Context: an optimization exercise on an open-source flow, tuned for a short achievable clock period and few clock cycles. The choices shown serve that exercise and are no tape-out recipe. The RTL was checked by simulation tests, not by an equivalence proof against the original design. Power figures rest on the tool's default switching activity, not on a simulated workload.

==> flow/design.v (excerpt) <==
module rv32is(
    input 	clk,
	input 	rst,
	output [31:0] imemaddr,
	input  [31:0] imemdataout,
	output [31:0] dmemaddr,
	input  [31:0] dmemdataout,
	output [31:0] dmemdatain,
	output [2:0] dmemop,
	output	dmemwe,
	output reg [31:0] dbg_pc,
	output reg done,
	output reg wb,
	output [31:0] reg00, reg01, reg02, reg03, reg04, reg05, reg06, reg07,
				  reg08, reg09, reg10, reg11, reg12, reg13, reg14, reg15,
				  reg16, reg17, reg18, reg19, reg20, reg21, reg22, reg23,
				  reg24, reg25, reg26, reg27, reg28, reg29, reg30, reg31
);
    reg [31:0] rf [1:31];
    reg        tk_r;
    reg        tk_o;           
    reg [31:0] fa_tr, fa_ntr;
    reg        bv_tr, bv_ntr, ds_tr, ds_ntr, bp_tr, bp_ntr;
    wire [31:0] fa = tk_r ? fa_tr : fa_ntr;    
    reg [31:0] bpc;         
    wire       bvalid = tk_r ? bv_tr : bv_ntr;   
    wire       dspec  = tk_r ? ds_tr : ds_ntr;   
    wire       bpred  = tk_r ? bp_tr : bp_ntr;   
    reg        btb_v;
    reg [31:0] btb_pc, btb_tgt;
    reg        bi_v, bi_b, bi_tk;   
    reg [31:0] bi_pc, bi_tgt;
    reg        e_vp, e_kl;             
    wire       e_valid = e_vp & ~e_kl;
    reg [31:0] e_a, e_b, e_imm, e_target, e_pc, e_pcp4, e_eval;
    reg        s_add, s_sub, s_sll, s_slt, s_sltu, s_xor, s_srl, s_sra, s_or, s_and;
    reg        c_eq, c_ne, c_lt, c_ge, c_ltu, c_geu;
    reg        kp_fb, kp_brr, kp_jalr, kp_jale, kp_bp;
    wire       k_fb   = kp_fb   & ~e_kl;   
  ...
==> flow/config.mk <==
export PLATFORM = sky130hd
export DESIGN_NAME = rv32is
export DESIGN_NICKNAME = rv32is
export VERILOG_FILES = /design/flow/design.v
export SDC_FILE = /design/flow/constraint.sdc
export NUM_CORES = 4
export LEC_CHECK = 0
export CAP_MARGIN = 20
export CORE_MARGIN = 2
export CORE_UTILIZATION = 40
export SLEW_MARGIN = 20
export TNS_END_PERCENT = 100
==> flow/constraint.sdc <==
create_clock -name core_clock -period 9.0 [get_ports {clk}]
set_input_delay 1.8000 -clock core_clock [delete_from_list [all_inputs] [get_ports {clk}]]
set_output_delay 1.8000 -clock core_clock [all_outputs]
set_load 0.01 [all_outputs]
standard.sh (not shown) runs the stock make flow with config.mk's settings and CLKGATE_MAP_FILE= SYNTH_SCRIPT=/design/flow/synth_recipe.tcl, a recipe that flattens the netlist after the stock synthesis.
==> flow/flow/run.sh <==
#!/bin/bash
set -euo pipefail
export SETUP_SLACK_MARGIN=$(cat flow/margin.txt)
export BUFFER_PORTS_ARGS="-buffer_cell sky130_fd_sc_hd__buf_4"
bash standard.sh > flow_make.log 2>&1
==> flow/flow/margin.txt <==
5.5
The baseline went through all stages and came out clean.
Testbench counts at the start, summed over its fixed seeds: cycles 28,424.
Rerun with:
==> flow/flow/margin.txt (replaced) <==
5
Effect:
- core utilization fell by 3.5 points
- routed wire length is lower by 3.2%
- setup slack degrades by 0.20 ns
- count of clock-buffer cells in the layout climbs by 23
- final cell count drops by 2.8%


rv32is, a different RTL version from the one above (not shown whole).
For scale: roughly 6800 cells after synthesis, ~1200 I/O pins, roughly 0.086 mm² of cells after synthesis.
clock: 9.0 ns
lec_check: 0
cap_margin: 40
core_margin: 2
core_utilization: 40
slew_margin: 40
tns_end_percent: 100
==> flow/flow/margin.txt <==
6
Scripts as last shown in full above: flow/flow/run.sh
The starting point produced a clean layout.
Testbench counts at the start, summed over its fixed seeds: cycles 28,424.
Change:
Settings changed: CAP_MARGIN 40 to 20, SLEW_MARGIN 40 to 20.
Result: Design area came out higher slightly. Core utilization climbs by 0.46 points. Clock skew rises by 0.039 ns. Non-clock buffer count came out higher by 76. Hold slack got worse by 0.0055 ns. Clock-buffer cell count goes down by 21. Worst setup slack gets better by 0.14 ns. Global-route usage grows by 0.58 points.

--- another note on this design; it stands on its own ---

== JK ==
## rv32is
module rv32is(
    input 	clk,
	input 	rst,
	output [31:0] imemaddr,
	input  [31:0] imemdataout,
	output [31:0] dmemaddr,
	input  [31:0] dmemdataout,
	output [31:0] dmemdatain,
	output [2:0] dmemop,
	output	dmemwe,
	output reg [31:0] dbg_pc,
	output reg done,
	output reg wb,
	output [31:0] reg00, reg01, reg02, reg03, reg04, reg05, reg06, reg07,
				  reg08, reg09, reg10, reg11, reg12, reg13, reg14, reg15,
				  reg16, reg17, reg18, reg19, reg20, reg21, reg22, reg23,
				  reg24, reg25, reg26, reg27, reg28, reg29, reg30, reg31
);
For scale: ~90000 µm² of cells after synthesis.
clock: 9.0 ns
lec_check: 0
cap_margin: 20
core_margin: 2
core_utilization: 40
slew_margin: 20
tns_end_percent: 100
standard.sh (not shown) runs the stock make flow with config.mk's settings and CLKGATE_MAP_FILE= SYNTH_SCRIPT=/design/flow/synth_recipe.tcl, a recipe that flattens the netlist after the stock synthesis.
==> flow/flow/run.sh <==
#!/bin/bash
set -euo pipefail
export SETUP_SLACK_MARGIN=$(cat flow/margin.txt)
export BUFFER_PORTS_ARGS="-buffer_cell sky130_fd_sc_hd__buf_4"
bash standard.sh > flow_make.log 2>&1
==> flow/flow/margin.txt <==
6
Testbench counts of JK, summed over its fixed seeds: cycles 28,424.
The inputs of MS differ from those of JK as listed below.
# JK
export LEC_CHECK = 0
export CAP_MARGIN = 20
export CORE_MARGIN = 2
export CORE_UTILIZATION = 40
export SLEW_MARGIN = 20
export TNS_END_PERCENT = 100
create_clock -name core_clock -period 9.0 [get_ports {clk}]
# MS
export LEC_CHECK = 0
export CAP_MARGIN = 20
export CORE_MARGIN = 2
export CORE_UTILIZATION = 33
export SLEW_MARGIN = 20
export TNS_END_PERCENT = 100
create_clock -name core_clock -period 9.0 [get_ports {clk}]
## What came out
In the reports for JK and MS, the smaller combinational power belongs to JK.
On power, MS does worse than JK.
From JK to MS the numbers moved as follows: switching part of the total power moved down, ratio of final minimum period to clock period increased 0.58 points, instance count after placement with tap cells included went up 5.1%.
Worst setup slack in MS is 0.052 ns lower than in JK
Diff JK -> MS: worst hold slack shrank by 0.033 ns, global routing met3 resource utilization has decreased.

==> re-timing with driven ports <==
No port has a modelled driver above. Below, the same layouts with a new extraction and two added sets of constraints. Step 1 (the two cells are an assumption about what drives the block):
set clk [get_ports {clk}]
set_driving_cell -lib_cell sky130_fd_sc_hd__clkbuf_16 $clk
set_driving_cell -lib_cell sky130_fd_sc_hd__buf_2 [delete_from_list [all_inputs] $clk]
Step 2 adds t to the input delays and takes it off the output delays; t is the mean of the earliest and latest rising clock arrival at the registers after step 1. Input paths then give back, and output paths get back, about the clock's delay inside the block. a / b / c = ideal ports / drivers / drivers and shift; a / b = the first two.
run	t (ns)	setup WS [ns]	hold WS [ns]
the first run of note 1	0.998	4.979 / 4.841 / 3.843	0.324 / 0.324 / 0.324
the second run of note 1	0.976	4.782 / 4.560 / 3.584	0.323 / 0.323 / 0.323
the first run of note 2	0.991	4.795 / 4.590 / 3.599	0.326 / 0.326 / 0.326
the second run of note 2	0.977	4.939 / 4.628 / 3.651	0.320 / 0.320 / 0.320
JK	1.020	4.872 / 4.663 / 3.642	0.326 / 0.326 / 0.326
MS	1.003	4.820 / 4.621 / 3.618	0.293 / 0.293 / 0.293
After both steps every run listed still meets setup and hold. For the second run of note 2, which loses most, drivers alone change the setup slack by -0.311 ns; drivers and shift together by -1.288 ns.
